This design comes from an exercise in tuning for a short achievable clock period and few clock cycles on the open sky130 flow, not from production work. Only simulation tests tie the RTL to the original design; equivalence was not proved. Power figures rest on the tool's default switching activity, not on a simulated workload.

==> design.v <==
module risc(clk, reset, mem_addr, mem_wdata, mem_rdata, mem_read, mem_write,
            rg0, rg1, rg2, rg3, rg4, rg5, rg6, rg7);
input clk, reset;
output [15:0] mem_addr, mem_wdata;
input  [15:0] mem_rdata;
output mem_read, mem_write;
output [15:0] rg0, rg1, rg2, rg3, rg4, rg5, rg6, rg7;
localparam CB = 5;               
localparam CN = 1 << CB;         
localparam TW = 16 - CB;         
localparam M_NONE = 2'd0, M_LOAD = 2'd1, M_LM = 2'd2, M_SM = 2'd3;
reg [15:0] r0, r1, r2, r3, r4, r5, r6, pc1;    
reg fz, fc;                                    
reg [15:0] ir, ir_pc, ir_npc;
reg ir_v, ir_pred;
reg [15:0] opa, opb;                           
reg [7:0] sa, sb, sc;                          
reg [10:0] cls;                                
reg [6:0] ir_rset, ir_wset;                    
reg ir_mem;                                    
reg [15:0] fa;                                 
reg [15:0] pfa;                                
wire [15:0] prel = pfa - fa;
reg [CN-1:0] foh;                              
reg hit_r;                                     
reg [15:0] maddr, mwdata;
reg mwrite;
reg pdem;                                      
reg pfill;                                     
reg [1:0] mode;
reg [6:0] ld_oh;                               
reg [6:0] mmask;                               
reg fb_v;
reg [15:0] fb_w, fb_a;
reg [CN-1:0] c_v;
wire [CN-1:0] c_j;
wire [CN*16-1:0] c_d;
wire [CN*TW-1:0] c_t;
wire [CN*16-1:0] c_g;
assign mem_addr = maddr;
assign mem_wdata = mwdata;
assign mem_write = mwrite;
assign mem_read = 1'b1;
assign rg0 = r0; assign rg1 = r1; assign rg2 = r2; assign rg3 = r3;
assign rg4 = r4; assign rg5 = r5; assign rg6 = r6; assign rg7 = pc1;
wire c_add = cls[0], c_nd = cls[1], c_adi = cls[2], c_lhi = cls[3], c_lw = cls[4],
     c_sw = cls[5], c_lm = cls[6], c_sm = cls[7], c_beq = cls[8], c_jal = cls[9],
     c_jlr = cls[10];
wire [1:0] cz = ir[1:0];
wire [15:0] imm6 = {{10{ir[5]}}, ir[5:0]};
wire [15:0] imm9 = {{7{ir[8]}}, ir[8:0]};
wire [6:0] imask = ir[6:0];
wire [15:0] va = opa, vb = opb;
wire [6:0] mrest = mmask & (mmask - 7'd1);
wire [6:0] pend_w = (mode == M_LOAD) ? ld_oh : (mode == M_LM) ? mmask : 7'd0;
wire [6:0] pend_r = (mode == M_SM) ? mrest : 7'd0;
wire cont_lm = (mode == M_LM) && (mrest != 7'd0);
wire cont_sm = (mode == M_SM) && (mmask != 7'd0);
wire x_stall = (((ir_rset | ir_wset) & pend_w) != 7'd0) || ((ir_wset & pend_r) != 7'd0) ||
               (ir_mem && (cont_lm || cont_sm));
wire xv = ir_v && !x_stall;
wire cond = (cz == 2'b00) || (cz == 2'b01 && fz) || (cz == 2'b10 && fc);
wire [15:0] s_ab, s_bi, d_ba;
ksadd add_ab(.a(va), .b(vb), .ci(1'b0), .s(s_ab));
ksadd add_bi(.a(vb), .b(imm6), .ci(1'b0), .s(s_bi));
ksadd sub_ba(.a(vb), .b(~va), .ci(1'b1), .s(d_ba));
wire [15:0] nd_ab = ~(va & vb);
wire eq_ab = va == vb;
wire [15:0] btgt = ir_npc + imm6;
wire [15:0] nimm6 = 16'd0 - imm6;
wire z_bi = vb == nimm6;
wire [2:0] ilow = imask[0] ? 3'd0 : imask[1] ? 3'd1 : imask[2] ? 3'd2 : imask[3] ? 3'd3 :
                  imask[4] ? 3'd4 : imask[5] ? 3'd5 : 3'd6;
wire [6:0] irest = imask & (imask - 7'd1);
wire [2:0] mlow = mmask[0] ? 3'd0 : mmask[1] ? 3'd1 : mmask[2] ? 3'd2 : mmask[3] ? 3'd3 :
                  mmask[4] ? 3'd4 : mmask[5] ? 3'd5 : 3'd6;
wire [127:0] rflat = {ir_npc, r6, r5, r4, r3, r2, r1, r0};
wire [15:0] ilow_v = rflat[ilow*16 +: 16];
wire [15:0] mlow_v = rflat[mlow*16 +: 16];
reg x_we; reg [6:0] x_wd; reg [15:0] x_wv;
reg x_fe; reg x_z, x_c;
reg x_rd; reg [15:0] x_tgt;
always @(*) begin
  x_we = 1'b0; x_wd = sa[6:0]; x_wv = s_bi;
  x_fe = 1'b0; x_z = 1'b0; x_c = 1'b0;
  x_rd = 1'b0; x_tgt = btgt;
  if (c_add && cond) begin
    x_we = 1'b1; x_wd = sc[6:0]; x_wv = s_ab;
    x_fe = 1'b1; x_z = vb[14:0] == 15'd0; x_c = vb[15];
  end
  if (c_nd && cond) begin
    x_we = 1'b1; x_wd = sc[6:0]; x_wv = nd_ab;
  end
  if (c_adi) begin
    x_we = 1'b1; x_wv = s_bi;
    x_fe = 1'b1; x_z = z_bi; x_c = (vb[15] == imm6[15]) ? vb[15] : ~s_bi[15];
  end
  if (c_lhi) begin
    x_we = 1'b1; x_wv = imm9;
  end
  if (c_lw) begin
    x_fe = 1'b1; x_z = vb == 16'd0; x_c = 1'b0;
  end
  if (c_beq) begin
    x_fe = 1'b1; x_z = eq_ab; x_c = (vb[15] == va[15]) ? vb[15] : ~d_ba[15];
    x_rd = eq_ab;
  end
  if (c_jal) begin
    x_we = 1'b1; x_wv = ir_npc;
    x_rd = !ir_pred;
  end
  if (c_jlr) begin
    x_we = 1'b1; x_wv = ir_npc;
    x_rd = 1'b1; x_tgt = (sa == sb) ? ir_npc : vb;
  end
end
wire redirect = xv && x_rd;
wire [CN-1:0] foh1 = {foh[CN-2:0], foh[CN-1]};
reg [15:0] cword, ctgt;
reg [TW-1:0] ctag1, ctag0;
always @(*) begin : cread
  integer k;
  cword = 16'd0; ctgt = 16'd0; ctag1 = {TW{1'b0}}; ctag0 = {TW{1'b0}};
  for (k = 0; k < CN; k = k + 1) begin
    cword = cword | ({16{foh[k]}} & c_d[k*16 +: 16]);
    ctgt = ctgt | ({16{foh[k]}} & c_g[k*16 +: 16]);
    ctag1 = ctag1 | ({TW{foh1[k]}} & c_t[k*TW +: TW]);
    ctag0 = ctag0 | ({TW{foh[k]}} & c_t[k*TW +: TW]);
  end
end
wire hit = hit_r;
wire pj = hit && ((foh & c_j) != {CN{1'b0}});   
wire [15:0] fa1;
wire pjm = !hit && mem_rdata[15:12] == 4'b1000;
wire [6:0] jt_lo = {1'b0, fa1[5:0]} + {1'b0, mem_rdata[5:0]};
wire [9:0] fa1_hp = fa1[15:6] + 10'd1, fa1_hm = fa1[15:6] - 10'd1;
wire [15:0] jt_m = {(jt_lo[6] && !mem_rdata[5]) ? fa1_hp :
                    (!jt_lo[6] && mem_rdata[5]) ? fa1_hm : fa1[15:6], jt_lo[5:0]};
wire [CN-1:0] toh = {{CN-1{1'b0}}, 1'b1} << ctgt[CB-1:0];
reg [TW-1:0] ctagt;
always @(*) begin : treadt
  integer k;
  ctagt = {TW{1'b0}};
  for (k = 0; k < CN; k = k + 1) ctagt = ctagt | ({TW{toh[k]}} & c_t[k*TW +: TW]);
end
wire hitt = ((toh & c_v) != {CN{1'b0}}) && (ctagt == ctgt[15:CB]);
assign fa1 = fa + 16'd1;
wire hit1 = ((foh1 & c_v) != {CN{1'b0}}) && (ctag1 == fa1[15:CB]);
wire hit0 = ((foh & c_v) != {CN{1'b0}}) && (ctag0 == fa[15:CB]);
wire ir_free = !ir_v || xv;
wire fetch_ok = ir_free && (hit || pdem);
wire deliver = fetch_ok && !redirect;
wire [15:0] fa_next = redirect ? x_tgt :
                      deliver ? (pj ? ctgt : pjm ? jt_m : fa1) : fa;
wire need_dem = redirect || (deliver ? (pj || pjm || !hit1) : !hit);
wire pf_keep = (prel != 16'd0) && (prel[15:5] == 11'd0);
wire pf_ok = (prel != 16'd0) && (prel[15:4] == 12'd0);
wire [7:0] dsa_c, dsb_c, dsc_c, dsa_m, dsb_m, dsc_m;
wire [10:0] dcls_c, dcls_m;
wire [6:0] drs_c, dws_c, drs_m, dws_m;
wire dmem_c, dmem_m;
predec pd_c(.w(cword), .sa(dsa_c), .sb(dsb_c), .sc(dsc_c), .cls(dcls_c),
            .rset(drs_c), .wset(dws_c), .mem(dmem_c));
predec pd_m(.w(mem_rdata), .sa(dsa_m), .sb(dsb_m), .sc(dsc_m), .cls(dcls_m),
            .rset(drs_m), .wset(dws_m), .mem(dmem_m));
wire [6:0] ldw = (mode == M_LOAD) ? ld_oh : (mode == M_LM) ? (7'd1 << mlow) : 7'd0;
wire [6:0] xw = (xv && x_we) ? x_wd : 7'd0;
wire [15:0] ra_c;
rsel8 u_ra_c(.s(dsa_c), .q0(r0), .q1(r1), .q2(r2), .q3(r3), .q4(r4), .q5(r5), .q6(r6), .q7(fa1), .y(ra_c));
wire [15:0] ra_m;
rsel8 u_ra_m(.s(dsa_m), .q0(r0), .q1(r1), .q2(r2), .q3(r3), .q4(r4), .q5(r5), .q6(r6), .q7(fa1), .y(ra_m));
wire [15:0] ra_o;
rsel8 u_ra_o(.s(sa), .q0(r0), .q1(r1), .q2(r2), .q3(r3), .q4(r4), .q5(r5), .q6(r6), .q7(ir_npc), .y(ra_o));
wire [15:0] rb_c;
rsel8 u_rb_c(.s(dsb_c), .q0(r0), .q1(r1), .q2(r2), .q3(r3), .q4(r4), .q5(r5), .q6(r6), .q7(fa1), .y(rb_c));
wire [15:0] rb_m;
rsel8 u_rb_m(.s(dsb_m), .q0(r0), .q1(r1), .q2(r2), .q3(r3), .q4(r4), .q5(r5), .q6(r6), .q7(fa1), .y(rb_m));
wire [15:0] rb_o;
rsel8 u_rb_o(.s(sb), .q0(r0), .q1(r1), .q2(r2), .q3(r3), .q4(r4), .q5(r5), .q6(r6), .q7(ir_npc), .y(rb_o));
wire [15:0] la_c = ((ldw & dsa_c[6:0]) != 7'd0) ? mem_rdata : ra_c;
wire [15:0] la_m = ((ldw & dsa_m[6:0]) != 7'd0) ? mem_rdata : ra_m;
wire [15:0] la_o = ((ldw & sa[6:0]) != 7'd0) ? mem_rdata : ra_o;
wire [15:0] lb_c = ((ldw & dsb_c[6:0]) != 7'd0) ? mem_rdata : rb_c;
wire [15:0] lb_m = ((ldw & dsb_m[6:0]) != 7'd0) ? mem_rdata : rb_m;
wire [15:0] lb_o = ((ldw & sb[6:0]) != 7'd0) ? mem_rdata : rb_o;
wire fa_x = fetch_ok ? (hit ? ((xw & dsa_c[6:0]) != 7'd0) : ((xw & dsa_m[6:0]) != 7'd0))
                     : ((xw & sa[6:0]) != 7'd0);
wire fb_x = fetch_ok ? (hit ? ((xw & dsb_c[6:0]) != 7'd0) : ((xw & dsb_m[6:0]) != 7'd0))
                     : ((xw & sb[6:0]) != 7'd0);
wire [15:0] opa_n = fa_x ? x_wv : fetch_ok ? (hit ? la_c : la_m) : la_o;
wire [15:0] opb_n = fb_x ? x_wv : fetch_ok ? (hit ? lb_c : lb_m) : lb_o;
wire [CB-1:0] widx = fb_a[CB-1:0];
wire [CN-1:0] woh = {{CN-1{1'b0}}, fb_v} << widx;
wire fb_jal = fb_w[15:12] == 4'b1000;
wire [15:0] fb_tgt = fb_a + 16'd1 + {{10{fb_w[5]}}, fb_w[5:0]};
always @(posedge clk) begin
  if (!reset) begin
    r0 <= 16'd0; r1 <= 16'd0; r2 <= 16'd0; r3 <= 16'd0;
    r4 <= 16'd0; r5 <= 16'd0; r6 <= 16'd0; pc1 <= 16'd0;
    fz <= 1'b0; fc <= 1'b0;
    ir_v <= 1'b0;
    fa <= 16'd0; pfa <= 16'd1; foh <= {{CN-1{1'b0}}, 1'b1}; hit_r <= 1'b0;
    maddr <= 16'd0; mwdata <= 16'd0; mwrite <= 1'b0; pdem <= 1'b1; pfill <= 1'b1;
    mode <= M_NONE; ld_oh <= 7'd0; mmask <= 7'd0;
    fb_v <= 1'b0;
    c_v <= {CN{1'b0}};
  end else begin
    if (xv && x_we) begin
      if (x_wd[0]) r0 <= x_wv;
      if (x_wd[1]) r1 <= x_wv;
      if (x_wd[2]) r2 <= x_wv;
      if (x_wd[3]) r3 <= x_wv;
      if (x_wd[4]) r4 <= x_wv;
      if (x_wd[5]) r5 <= x_wv;
      if (x_wd[6]) r6 <= x_wv;
    end
    if (mode == M_LOAD || mode == M_LM) begin
      case (mode == M_LM ? mlow : (ld_oh[0] ? 3'd0 : ld_oh[1] ? 3'd1 : ld_oh[2] ? 3'd2 :
                                   ld_oh[3] ? 3'd3 : ld_oh[4] ? 3'd4 : ld_oh[5] ? 3'd5 : 3'd6))
        3'd0: r0 <= mem_rdata; 3'd1: r1 <= mem_rdata; 3'd2: r2 <= mem_rdata;
        3'd3: r3 <= mem_rdata; 3'd4: r4 <= mem_rdata; 3'd5: r5 <= mem_rdata;
        3'd6: r6 <= mem_rdata; default: ;
      endcase
    end
    if (xv) pc1 <= ir_npc;
    if (xv && x_fe) begin fz <= x_z; fc <= x_c; end
    ir_v <= deliver || (ir_v && !xv);
    fa <= fa_next;
    foh <= {{CN-1{1'b0}}, 1'b1} << fa_next[CB-1:0];
    hit_r <= redirect ? 1'b0 :
             deliver ? (pj ? (hitt && (woh & toh) == {CN{1'b0}}) :
                        (!pjm && hit1 && (woh & foh1) == {CN{1'b0}})) :
                       (hit0 && (woh & foh) == {CN{1'b0}});
    fb_v <= pfill;
    if (fb_v) c_v[widx] <= 1'b1;
    if (cont_lm) begin
      maddr <= maddr + 16'd1; mwrite <= 1'b0; pdem <= 1'b0; pfill <= 1'b0;
      mmask <= mrest;
    end else if (cont_sm) begin
      maddr <= maddr + 16'd1; mwrite <= 1'b1; pdem <= 1'b0; pfill <= 1'b0;
      mwdata <= mlow_v; mmask <= mrest;
    end else if (xv && c_lw) begin
      maddr <= s_bi; mwrite <= 1'b0; pdem <= 1'b0; pfill <= 1'b0;
      mode <= M_LOAD; ld_oh <= sa[6:0];
    end else if (xv && c_sw) begin
      maddr <= s_bi; mwrite <= 1'b1; pdem <= 1'b0; pfill <= 1'b0; mwdata <= va;
      mode <= M_SM; mmask <= 7'd0;
    end else if (xv && c_lm && imask != 7'd0) begin
      maddr <= va; mwrite <= 1'b0; pdem <= 1'b0; pfill <= 1'b0;
      mode <= M_LM; mmask <= imask;
    end else if (xv && c_sm && imask != 7'd0) begin
      maddr <= va; mwrite <= 1'b1; pdem <= 1'b0; pfill <= 1'b0; mwdata <= ilow_v;
      mode <= M_SM; mmask <= irest;
    end else if (need_dem || !pf_ok) begin
      maddr <= fa_next; mwrite <= 1'b0; pdem <= 1'b1; pfill <= 1'b1;
      mode <= M_NONE;
    end else begin
      maddr <= pfa; mwrite <= 1'b0; pdem <= 1'b0; pfill <= 1'b1;
      mode <= M_NONE;
    end
    if (!(cont_lm || cont_sm || (xv && ir_mem)) && !need_dem && pf_ok)
      pfa <= pfa + 16'd1;
    else if (!pf_keep)
      pfa <= fa1;
  end
end
always @(posedge clk) begin
    if (fetch_ok) begin
      ir <= hit ? cword : mem_rdata;
      sa <= hit ? dsa_c : dsa_m;
      sb <= hit ? dsb_c : dsb_m;
      sc <= hit ? dsc_c : dsc_m;
      cls <= hit ? dcls_c : dcls_m;
      ir_rset <= hit ? drs_c : drs_m;
      ir_wset <= hit ? dws_c : dws_m;
      ir_mem <= hit ? dmem_c : dmem_m;
      ir_pc <= fa; ir_npc <= fa1;
      ir_pred <= pj || pjm;
    end
    opa <= opa_n;
    opb <= opb_n;
    fb_a <= maddr;
    fb_w <= mem_rdata;
end
genvar gi;
generate
  for (gi = 0; gi < CN; gi = gi + 1) begin : ce
    reg [15:0] d, g;
    reg [TW-1:0] t;
    reg j;
    always @(posedge clk) begin
      if (fb_v && widx == gi) begin
        d <= fb_w;
        t <= fb_a[15:CB];
        j <= fb_jal;
        g <= fb_tgt;
      end
    end
    assign c_d[gi*16 +: 16] = d;
    assign c_t[gi*TW +: TW] = t;
    assign c_j[gi] = j;
    assign c_g[gi*16 +: 16] = g;
  end
endgenerate
endmodule
module predec(w, sa, sb, sc, cls, rset, wset, mem);
input [15:0] w;
output [7:0] sa, sb, sc;
output [10:0] cls;
output [6:0] rset, wset;
output mem;
wire [3:0] op = w[15:12];
assign sa = 8'd1 << w[11:9];
assign sb = 8'd1 << w[8:6];
assign sc = 8'd1 << w[5:3];
wire add = op == 4'b0000, nd = op == 4'b0010, adi = op == 4'b0001, lhi = op == 4'b0011,
     lw = op == 4'b0100, sw = op == 4'b0101, lm = op == 4'b0110, sm = op == 4'b0111,
     beq = op == 4'b1100, jal = op == 4'b1000, jlr = op == 4'b1001;
assign cls = {jlr, jal, beq, sm, lm, sw, lw, lhi, adi, nd, add};
assign rset = ((add | nd | sw | lm | sm | beq) ? sa[6:0] : 7'd0) |
              ((add | nd | adi | lw | sw | beq | jlr) ? sb[6:0] : 7'd0) |
              (sm ? w[6:0] : 7'd0);
assign wset = ((add | nd) ? sc[6:0] : 7'd0) |
              ((adi | lhi | lw | jal | jlr) ? sa[6:0] : 7'd0) |
              (lm ? w[6:0] : 7'd0);
assign mem = lw | sw | ((lm | sm) && w[6:0] != 7'd0);
endmodule
module ksadd(a, b, ci, s);
input [15:0] a, b;
input ci;
output [15:0] s;
wire [15:0] p = a ^ b;
wire [16:0] g0 = {a & b, ci};
wire [16:0] p0 = {p, 1'b0};
wire [16:0] g1, p1, g2, p2, g3, p3, g4, p4;
genvar i;
generate
  for (i = 0; i < 17; i = i + 1) begin : l1
    if (i < 1) begin
      assign g1[i] = g0[i]; assign p1[i] = p0[i];
    end else begin
      assign g1[i] = g0[i] | (p0[i] & g0[i-1]); assign p1[i] = p0[i] & p0[i-1];
    end
  end
  for (i = 0; i < 17; i = i + 1) begin : l2
    if (i < 2) begin
      assign g2[i] = g1[i]; assign p2[i] = p1[i];
    end else begin
      assign g2[i] = g1[i] | (p1[i] & g1[i-2]); assign p2[i] = p1[i] & p1[i-2];
    end
  end
  for (i = 0; i < 17; i = i + 1) begin : l3
    if (i < 4) begin
      assign g3[i] = g2[i]; assign p3[i] = p2[i];
    end else begin
      assign g3[i] = g2[i] | (p2[i] & g2[i-4]); assign p3[i] = p2[i] & p2[i-4];
    end
  end
  for (i = 0; i < 17; i = i + 1) begin : l4
    if (i < 8) begin
      assign g4[i] = g3[i]; assign p4[i] = p3[i];
    end else begin
      assign g4[i] = g3[i] | (p3[i] & g3[i-8]); assign p4[i] = p3[i] & p3[i-8];
    end
  end
endgenerate
assign s = p ^ g4[15:0];
endmodule
module rsel8(s, q0, q1, q2, q3, q4, q5, q6, q7, y);
input [7:0] s;
input [15:0] q0, q1, q2, q3, q4, q5, q6, q7;
output [15:0] y;
assign y = ({16{s[0]}} & q0) | ({16{s[1]}} & q1) | ({16{s[2]}} & q2) | ({16{s[3]}} & q3) |
           ({16{s[4]}} & q4) | ({16{s[5]}} & q5) | ({16{s[6]}} & q6) | ({16{s[7]}} & q7);
endmodule
==> flow/run.sh <==
#!/bin/bash
set -euo pipefail
bash standard.sh SETUP_SLACK_MARGIN=7 finish > make_finish.log 2>&1
==> standard.sh <==
#!/bin/bash
# synth_recipe.tcl (not shown) runs the flow's synth.tcl, then flattens the netlist and writes it again
# the make line also repeats each setting of config.mk as NAME=value (left out here)
make -C /OpenROAD-flow-scripts/flow DESIGN_CONFIG=/design/flow/config.mk WORK_HOME=/design/flow/orfs CLKGATE_MAP_FILE= SYNTH_SCRIPT=/design/flow/synth_recipe.tcl "${@:-finish}"
==> config.mk <==
export PLATFORM = sky130hd
export DESIGN_NAME = risc
export DESIGN_NICKNAME = risc
export VERILOG_FILES = /design/flow/design.v
export SDC_FILE = /design/flow/constraint.sdc
export NUM_CORES = 4
export LEC_CHECK = 0
export ABC_CLOCK_PERIOD_IN_PS = 3000
export CAP_MARGIN = 40
export CORE_MARGIN = 2
export CORE_UTILIZATION = 40
export SLEW_MARGIN = 40
==> constraint.sdc <==
create_clock -name core_clock -period 10.0 [get_ports {clk}]
set_input_delay 2.0000 -clock core_clock [delete_from_list [all_inputs] [get_ports {clk}]]
set_output_delay 2.0000 -clock core_clock [all_outputs]
set_load 0.01 [all_outputs]
==> results of run 1 <==
## flip-flops by register name, indices dropped and copies added (netlist names), 11 cells and up
register and count:
fa 16, r5 16, pfa 16, opb 16, ce.t 352, maddr 16, ce.d 512, r6 16
ce.g 512, r1 16, r4 16, ir_npc 16, opa 16, r0 16, c_v 32, foh 32
r3 16, fb_a 16, ce.j 32, pc1 16, r2 16, mwdata 16, fb_w 16, cls 11
## per-stage QoR
stage	hold WS, ns	utilization (%)
4_1_cts	0.435	50.7
6_report	0.440	53.0
3_3_place_gp	0.390	42.9
5_1_grt	0.443	53.0
3_5_place_dp	0.389	43.2
2_1_floorplan	0.404	-
## power groups by stage
stage | registers (mW) | clock network [mW] | logic, mW
CTS | 10.4 | 7.73 | 23.2
global placement | 11.0 | 0 | 17.7
finish | 10.5 | 7.75 | 28.1
global route | 10.5 | 8.03 | 27.7
detailed placement | 11.0 | 0 | 17.9
floorplan | 10.0 | 0 | 10.2
## critical path: cells and delay by family, from the launching register on
kind,cells,cell delay (ns)
simple gates,7,2.26
compound gates,3,0.69
flops,1,0.42
xor+xnor,1,0.13
buf+inv,3,1.19
## synthesized netlist by cell type, drive strengths merged, types with 14 or more instances
master,n
o21a,18
xnor2,88
mux2,73
xor2,47
o21bai,14
mux4,78
a31oi,91
nor4,49
o31ai,41
a221oi,222
and2,60
buf,266
ha,116
and3,77
a22o,227
a32o,31
a21o,23
a211oi,61
or4,32
a2111oi,35
edfxtp,1483
mux2i,182
o22ai,47
o211ai,59
a22oi,805
o21ai,234
nor3,106
clkbuf,471
or2,16
nor2b,56
o221ai,26
dfxtp,344
a222oi,14
a32oi,24
nand4,277
a311oi,60
nor2,566
or3,19
nand2,475
a21oi,328
nand3,377
inv,121
nand2b,33
## repair_timing
action,CTS,global route
setup buffers,555,226
gates cloned,46,34
pin swaps,210,299
gates resized for setup,2029,609
setup endpoints to repair,1667,1189
hold buffers,0,0
## final timing paths
path	slack (ns)	to
hold / removal	0.44	fb_v
hold reg to reg	0.44	fb_v
setup / recovery	5.17	hit_r
setup reg to reg	5.17	hit_r
## layout make-up
| class | instances | area [sq um] | area share [%] |
|---|---|---|---|
| Sequential cell | 1827 | 52200 | 43.4 |
| Multi-Input combinational cell | 5274 | 41500 | 34.5 |
| Timing Repair Buffer | 1328 | 15400 | 12.8 |
| Clock buffer | 246 | 5230 | 4.34 |
| Tap cell | 3009 | 3760 | 3.13 |
| Clock inverter | 115 | 1530 | 1.27 |
| Inverter | 128 | 581 | 0.483 |
| Antenna cell | 31 | 77.6 | 0.0645 |
## cell families (layout without fill, tap and decap cells)
| family | after synthesis | after routing | synth area share, % |
|---|---|---|---|
| xor+xnor | 135 | 140 | 1.31 |
| mux | 333 | 333 | 4.87 |
| fa+ha+maj | 125 | 125 | 1.76 |
| buf+inv | 865 | 1817 | 3.79 |
| simple gates | 2174 | 2189 | 11.7 |
| compound gates | 2479 | 2486 | 20.0 |
| flops | 1827 | 1827 | 56.5 |
| other cells | 1 | 32 | 0.00412 |
## routing by layer
layer | global-route usage (%) | vias up | routed length, um | share of wire [%]
li1 | - | 33414 | - | -
met1 | 53.7 | 44167 | 180000 | 34
met2 | 58.8 | 9316 | 208000 | 39
met3 | 21.4 | 2918 | 93100 | 17
met4 | 29.9 | 59 | 50600 | 9.5
met5 | 2.20 | - | 1400 | 0.26
==> metrics.log, run 1 <==
INFO  metric run_status = timing/DRC/antenna clean
INFO  metric power_leakage = about 42 nW
INFO  metric h-tree-depth = 4
INFO  metric final_max_slew_viol_count = 0
INFO  metric report.final.hold_viol_count = 0
INFO  metric post_dr_vias_cell = about 7.5
INFO  metric switching_share = between 40% and 50%
INFO  metric root_buffer = sky130_fd_sc_hd__clkbuf_16
INFO  metric setup.worst_path.start_class = register
INFO  metric unrepaired_setup_endpoints_after_global_routing = yes
INFO  metric slowest_stage = sky130_fd_sc_hd__and2_2
INFO  metric synth_sequential_area_ratio = ~56%
INFO  metric rows = between 150 and 200
INFO  metric power_density = 385 nW/um^2
INFO  metric place_inst = 10703
INFO  metric globalRoute.totalOverflow = 0
INFO  metric layout_worst_path_cycle_share = 48.3%
INFO  metric nFillCells = approximately 19000
INFO  metric drc_errors = 0
INFO  metric critical_path_required = around 11 ns
INFO  metric yosysTopAreaCellShare = 48.9%
INFO  metric clock_sinks = approximately 1800
INFO  metric power_frac_seq = between 20% and 30%
INFO  metric numPortBuffers = 178
INFO  metric path_class = register to register
INFO  metric regToRegStartpoint = foh[5]
INFO  metric most_frequent_cells_in_the_layout = sky130_fd_sc_hd__edfxtp_1, sky130_fd_sc_hd__a22oi_1, sky130_fd_sc_hd__buf_4, sky130_fd_sc_hd__nor2_1, sky130_fd_sc_hd__nand2_1
INFO  metric drt_pass1_iterations = 14
INFO  metric power.ir.vdd_worst = approximately 0.31 mV
INFO  metric critPathMostFrequentCell = sky130_fd_sc_hd__buf_4
INFO  metric synthesis.instances = roughly 7900
INFO  metric ys_top_cells_by_area = sky130_fd_sc_hd__edfxtp_1, sky130_fd_sc_hd__dfxtp_1, sky130_fd_sc_hd__a22oi_1, sky130_fd_sc_hd__nor2_1, sky130_fd_sc_hd__a22o_1
INFO  metric min_path_type = register to register
INFO  metric dp_worst_setup_slack = roughly 3.9 ns
INFO  metric detailedPlacementHpwl = around 290000 um
INFO  metric grt_start_max_net_pins = 66
INFO  metric power.switching = 22.5 mW
INFO  metric drc_marker_count_from_the_first_detailed_route_iteration = around 19000
INFO  metric insertion_delay = approximately 0.9 ns
INFO  metric core_region_area = 227000 sq um
INFO  metric antenna_found_initial = 44
INFO  metric count_of_non_filler_cells_in_the_finished_layout = 11958
INFO  metric report.final.setup_viol = 0
INFO  metric tritoncts = built
INFO  metric finalCriticalPeriod = roughly 4.8 ns
INFO  metric chipWidth = between 400 and 500 um
INFO  metric cts.path.max_buffers = 3
INFO  metric ys_warn_count = 1
INFO  metric grt_pass1_vias = 80960
INFO  metric cp-startpoint = foh[5]
INFO  metric cts_buffers = 194
INFO  metric max_stage_delay = 0.56 ns
INFO  metric fin_ws = about 5.2 ns
INFO  metric ys_dominant_reg_cell = sky130_fd_sc_hd__edfxtp_1
INFO  metric clock_skew = 0.0822 ns
INFO  metric drive_gt1_share = 31.7%
INFO  metric ys_ff_latch = 1827
INFO  metric setup_tns = 0 ns
INFO  metric crit_fanout = 31
INFO  metric synthDistinctLibCells = 113
INFO  metric die_height = 481 um
INFO  metric synth.largest_area_cell = sky130_fd_sc_hd__edfxtp_1
INFO  metric maxCapViolations = 0
INFO  metric min_from = pfill
INFO  metric cp.arrival = roughly 5.6 ns
INFO  metric fp.dieArea = ~230000 sq um
INFO  metric synth-edff-count = about 1500
INFO  metric layout.cells.most_common = sky130_fd_sc_hd__edfxtp_1
INFO  metric hold_path_depth = 1
INFO  metric postSynth.asyncResetShare = 0%
INFO  metric intPower = approximately 24 mW
INFO  metric instance_area_at_placement = 97900 sq um
INFO  metric worst_r2r_path_depth = 14
INFO  metric post_synth.cell_area_avg = 11.5 sq um
INFO  metric floorplan.io_pins = 180
INFO  metric report.power.total = 46.3 mW
INFO  metric post_synth_net_total = 8079
INFO  metric gp_routability_congestion = ~1.0
INFO  metric drtAntennaViolNets = 0
INFO  metric timing.fmax = roughly 0.21 GHz
INFO  metric post_drt_wl_per_cell = 44.6 um
INFO  metric cp-end-kind = register
INFO  metric path_cells = buf_4 -> a22oi_1 -> nand4_1 -> nor4_4 -> buf_4 -> and2_4 -> buf_4 -> and2_2 -> a2111oi_0 -> nand3_1 -> nor4_2 -> xnor2_1 -> nor4bb_1 -> a41o_1
INFO  metric stdcell_area = ~120000 sq um
INFO  metric clkSlewWorstSetupHoldPaths = about 0.07 ns
INFO  metric syn2layout_area_growth = 32.2%
INFO  metric share_clk_of_total_power = about 17%
INFO  metric worstMarginPinSlew = a little under 1 ns
INFO  metric initial_core_util = between 40 and 50%
INFO  metric slew_headroom = about a third
INFO  metric dr_total_vias = around 90000
INFO  metric netlist_area = between 90000 and 100000 sq um
INFO  metric logic_gate_share_of_total_power = between 60% and 70%
INFO  metric grt_pass1_wl = approximately 700000 um
INFO  metric grtUsageTotal = a little over two fifths
INFO  metric totalWireLength = approximately 530000 um
INFO  metric finish.net_count = 8893
Testbench counts, summed over its fixed seeds: cycles 30,592.
==> inputs of run 2 (changes only) <==
--- a/design.v
+++ b/design.v
@@ -132,17 +132,3 @@
 wire pj = hit && ((foh & c_j) != {CN{1'b0}});   
-wire [15:0] fa1;
-wire pjm = !hit && mem_rdata[15:12] == 4'b1000;
-wire [6:0] jt_lo = {1'b0, fa1[5:0]} + {1'b0, mem_rdata[5:0]};
-wire [9:0] fa1_hp = fa1[15:6] + 10'd1, fa1_hm = fa1[15:6] - 10'd1;
-wire [15:0] jt_m = {(jt_lo[6] && !mem_rdata[5]) ? fa1_hp :
-                    (!jt_lo[6] && mem_rdata[5]) ? fa1_hm : fa1[15:6], jt_lo[5:0]};
-wire [CN-1:0] toh = {{CN-1{1'b0}}, 1'b1} << ctgt[CB-1:0];
-reg [TW-1:0] ctagt;
-always @(*) begin : treadt
-  integer k;
-  ctagt = {TW{1'b0}};
-  for (k = 0; k < CN; k = k + 1) ctagt = ctagt | ({TW{toh[k]}} & c_t[k*TW +: TW]);
-end
-wire hitt = ((toh & c_v) != {CN{1'b0}}) && (ctagt == ctgt[15:CB]);
-assign fa1 = fa + 16'd1;
+wire [15:0] fa1 = fa + 16'd1;
 wire hit1 = ((foh1 & c_v) != {CN{1'b0}}) && (ctag1 == fa1[15:CB]);
@@ -153,4 +139,4 @@
 wire [15:0] fa_next = redirect ? x_tgt :
-                      deliver ? (pj ? ctgt : pjm ? jt_m : fa1) : fa;
-wire need_dem = redirect || (deliver ? (pj || pjm || !hit1) : !hit);
+                      deliver ? (pj ? ctgt : fa1) : fa;
+wire need_dem = redirect || (deliver ? (pj || !hit1) : !hit);
 wire pf_keep = (prel != 16'd0) && (prel[15:5] == 11'd0);
@@ -230,4 +216,3 @@
     hit_r <= redirect ? 1'b0 :
-             deliver ? (pj ? (hitt && (woh & toh) == {CN{1'b0}}) :
-                        (!pjm && hit1 && (woh & foh1) == {CN{1'b0}})) :
+             deliver ? (!pj && hit1 && (woh & foh1) == {CN{1'b0}}) :
                        (hit0 && (woh & foh) == {CN{1'b0}});
@@ -277,3 +262,3 @@
       ir_pc <= fa; ir_npc <= fa1;
-      ir_pred <= pj || pjm;
+      ir_pred <= pj;
     end
==> run 2 against run 1 <==
Still clean. Global-route usage down 0.14 points. Worst hold slack got worse by 0.033 ns. Worst setup slack gained 0.90 ns. Clock-buffer cell count is 2 lower. Combinational power fell by 38%. Cell area decreased by 4.9%. Via count decreased by 8.9%. Area after synthesis down 5.2%. Sequential power barely moved. Utilization grew 0.28 points. Clock power shrank 7.0%. First-iteration DRC count decreased by 16%. Critical endpoint is now maddr[3]. Highest routed layer unchanged.
==> metrics.log, run 2 <==
INFO  metric run_status = timing/DRC/antenna clean
INFO  metric rows = 170
INFO  metric gp_routability_congestion = approximately 1.1
INFO  metric ys_warn_count = 1
INFO  metric top_regs = ce.d (512), ce.g (512), ce.t (352)
INFO  metric fp.dieArea = between 200000 and 250000 sq um
INFO  metric post_dr_vias_cell = about 7.4
INFO  metric globalRoute.totalOverflow = 0
INFO  metric clkSlewWorstSetupHoldPaths = 0.07 ns
INFO  metric synth_sequential_area_ratio = about 60%
INFO  metric detailedPlacementHpwl = between 200000 and 300000 um
INFO  metric synthesis.instances = between 7000 and 8000
INFO  metric drive_gt1_share = approximately a third
INFO  metric multi_input_gate_area_in_the_final_layout = ~37000 sq um
INFO  metric slowest_stage = sky130_fd_sc_hd__nor4_4
INFO  metric timing.fmax = between 0.2 and 0.3 GHz
INFO  metric crit_fanout = 24
INFO  metric cts_buffers = roughly 190
INFO  metric ys_dominant_reg_cell = sky130_fd_sc_hd__edfxtp_1
INFO  metric maxCapViolations = 0
INFO  metric setup_tns = 0 ns
INFO  metric postCtsHoldBufs = 0
INFO  metric grt_start_max_net_pins = 90
INFO  metric unrepaired_setup_endpoints_after_global_routing = yes
INFO  metric worstMarginPinSlew = ~0.99 ns
INFO  metric finalCriticalPeriod = a little under 4 ns
INFO  metric post_synth.cell_area_avg = 11.9 sq um
INFO  metric grt_pass1_wl = roughly 650000 um
INFO  metric report.final.setup_viol = 0
INFO  metric drtAntennaViolNets = 0
INFO  metric grt_pass1_vias = about 74000
INFO  metric power.ir.vdd_worst = around 0.25 mV
INFO  metric final_max_slew_viol_count = 0
INFO  metric setup.worst_path.start_class = register
INFO  metric tritoncts = built
INFO  metric ys_top_cells_by_area = sky130_fd_sc_hd__edfxtp_1, sky130_fd_sc_hd__dfxtp_1, sky130_fd_sc_hd__a22oi_1, sky130_fd_sc_hd__mux2i_1, sky130_fd_sc_hd__a221oi_1
INFO  metric numPortBuffers = 178
INFO  metric stdcell_area = 114000 sq um
INFO  metric post_drt_wl_per_cell = 44.3 um
INFO  metric clock_sinks = roughly 1800
INFO  metric syn2layout_area_growth = 32.6%
INFO  metric slew_headroom = 32.3%
INFO  metric post_synth_net_total = 7399
INFO  metric path_class = register to register
INFO  metric chipWidth = 469 um
INFO  metric die_height = roughly 470 um
INFO  metric report.final.hold_viol_count = 0
INFO  metric dr_total_vias = a little over 80000
INFO  metric finish.net_count = 8223
INFO  metric synth.largest_area_cell = sky130_fd_sc_hd__edfxtp_1
INFO  metric max_stage_delay = between 0.5 and 0.6 ns
INFO  metric reg_area = 52100 sq um
INFO  metric totalWireLength = approximately 490000 um
INFO  metric drc_errors = 0
INFO  metric yosys-top-cells-count = sky130_fd_sc_hd__edfxtp_1, sky130_fd_sc_hd__a22oi_1, sky130_fd_sc_hd__clkbuf_1, sky130_fd_sc_hd__nand2_1, sky130_fd_sc_hd__nor2_1
INFO  metric h-tree-depth = 4
INFO  metric cp-end-kind = register
INFO  metric synth-edff-count = 1483
INFO  metric synthDistinctLibCells = about 110
INFO  metric clock_skew = between 0.06 and 0.07 ns
INFO  metric nFillCells = 17690
INFO  metric power_leakage = roughly 39 nW
INFO  metric cts.path.max_buffers = 3
INFO  metric ys_ff_latch = approximately 1800
INFO  metric core_region_area = 215000 sq um
INFO  metric instance_area_at_placement = slightly above 90000 sq um
INFO  metric min_path_type = register to register
INFO  metric drt_pass1_iterations = 10
INFO  metric floorplan.io_pins = 180
INFO  metric most_frequent_cells_in_the_layout = sky130_fd_sc_hd__edfxtp_1, sky130_fd_sc_hd__a22oi_1, sky130_fd_sc_hd__buf_4, sky130_fd_sc_hd__nand2_1, sky130_fd_sc_hd__nor2_1
INFO  metric synth.most_common_cell = sky130_fd_sc_hd__edfxtp_1
INFO  metric initial_core_util = 40.2%
INFO  metric layout.cells.most_common = sky130_fd_sc_hd__edfxtp_1
INFO  metric insertion_delay = 0.91 ns
INFO  metric power_density = 308 nW/um^2
INFO  metric root_buffer = sky130_fd_sc_hd__clkbuf_16
INFO  metric critical_path_required = 10.77 ns
INFO  metric yosysTopAreaCellShare = 51.6%
INFO  metric netlist_area = about 86000 sq um
INFO  metric drc_marker_count_from_the_first_detailed_route_iteration = about 16000
INFO  metric layout_worst_path_cycle_share = approximately two fifths
INFO  metric antenna_found_initial = between 40 and 50
INFO  metric grtUsageTotal = between 40% and 50%
INFO  metric cp.arrival = about 4.7 ns
INFO  metric postSynth.asyncResetShare = 0%
INFO  metric critPathMostFrequentCell = sky130_fd_sc_hd__buf_12
INFO  metric path_cells = buf_12 -> a22oi_1 -> nand4_1 -> nor4_4 -> xnor2_1 -> or4_4 -> nor4_4 -> a2bb2o_4 -> buf_12 -> buf_12 -> and4_4 -> o21ai_1 -> a221oi_1
## run 2: path summary, 6_finish.rpt
path	startpoint	endpoint	slack, ns	cells after the start
setup / recovery	foh[14]	maddr[3]	6.07	13
hold reg to reg	maddr[6]	fb_a[6]	0.41	0
hold / removal	maddr[6]	fb_a[6]	0.41	0
setup reg to reg	foh[14]	maddr[3]	6.07	13
## run 2: worst max-delay path: cells and delay by family, from the launching register on
kind                      cells  cell delay, ns
buffers and inverters         3            0.56
xor gates and xnor gates      1            0.17
DFF                           1            0.49
and+or+nand+nor               5            1.77
AOI/OAI and AO/OA             4            0.80
## run 2: cell families after synthesis
family | share of synthesized area, %
compound gates | 19.9
xor+xnor | 1.23
fa+ha+maj | 1.69
buf+inv | 3.57
flops | 59.6
mux | 4.15
other cells | 0.00434
simple gates | 9.86
## run 2: cell type report
class,instances,area share [%]
Antenna cell,45,0.0984
Clock buffer,244,4.47
Clock inverter,113,1.03
Inverter,115,0.424
Multi-Input combinational cell,4684,32.4
Sequential cell,1827,45.5
Tap cell,2838,3.10
Timing Repair Buffer,1272,13.0
## run 2: what timing repair did
action / CTS / global route
pin swaps: 265 / 224
cloned: 70 / 14
setup endpoints to repair: 1540 / 855
buffers inserted: 555 / 116
resized for setup: 2160 / 321
## run 2: where the power goes
group / internal [mW] / switching, mW
Sequential: 9.60 / 0.909
Clock: 3.90 / 3.30
Combinational: 6.13 / 11.4
Total: 19.6 / 15.6
## run 2: routing by layer
metal,global-route usage (%),wire (um)
met4,29.2,45000
met5,0.390,666
met1,54.1,171000
met2,59.4,195000
met3,20.1,82400
## run 2: per-stage QoR
stage	power [mW]	hold WS (ns)	setup WS, ns	utilization, %	instances
2_1_floorplan	16.1	0.404	6.03	-	7268
3_5_place_dp	22.3	0.422	4.63	43.5	9976
5_1_grt	35.5	0.411	6.12	53.3	11102
4_1_cts	33.1	0.417	6.31	52.0	10958
6_report	35.3	0.406	6.07	53.3	11138
3_3_place_gp	22.0	0.423	4.57	43.2	9958
Testbench counts of run 2, summed over its fixed seeds: cycles 31,201.

==> port drivers added, routing unchanged <==
The results above use ideal ports. As a check the final layouts listed here were re-extracted and re-timed, cells and wires unchanged.
Step 1, drivers: a clkbuf_16 drives clk and a buf_2 each remaining input, both assumed.
Step 2, shift: input delay + t, output delay - t, t = (earliest + latest rising clock arrival at the registers) / 2. This alone moves slack from input paths to output paths.
a / b / c = ideal ports / drivers / drivers and shift; a / b = the first two.
run | t (ns) | setup WS [ns] | worst setup path at the end | worst slew at a driven data input, ns
run 1 | 0.955 | 5.174 / 5.174 / 4.241 | input to register | 0.23
run 2 | 0.961 | 6.070 / 6.070 / 5.306 | input to register | 0.17
After both steps every run listed still meets setup and hold. For run 1, which loses most, drivers alone change the setup slack by 0.000 ns; drivers and shift together by -0.933 ns.
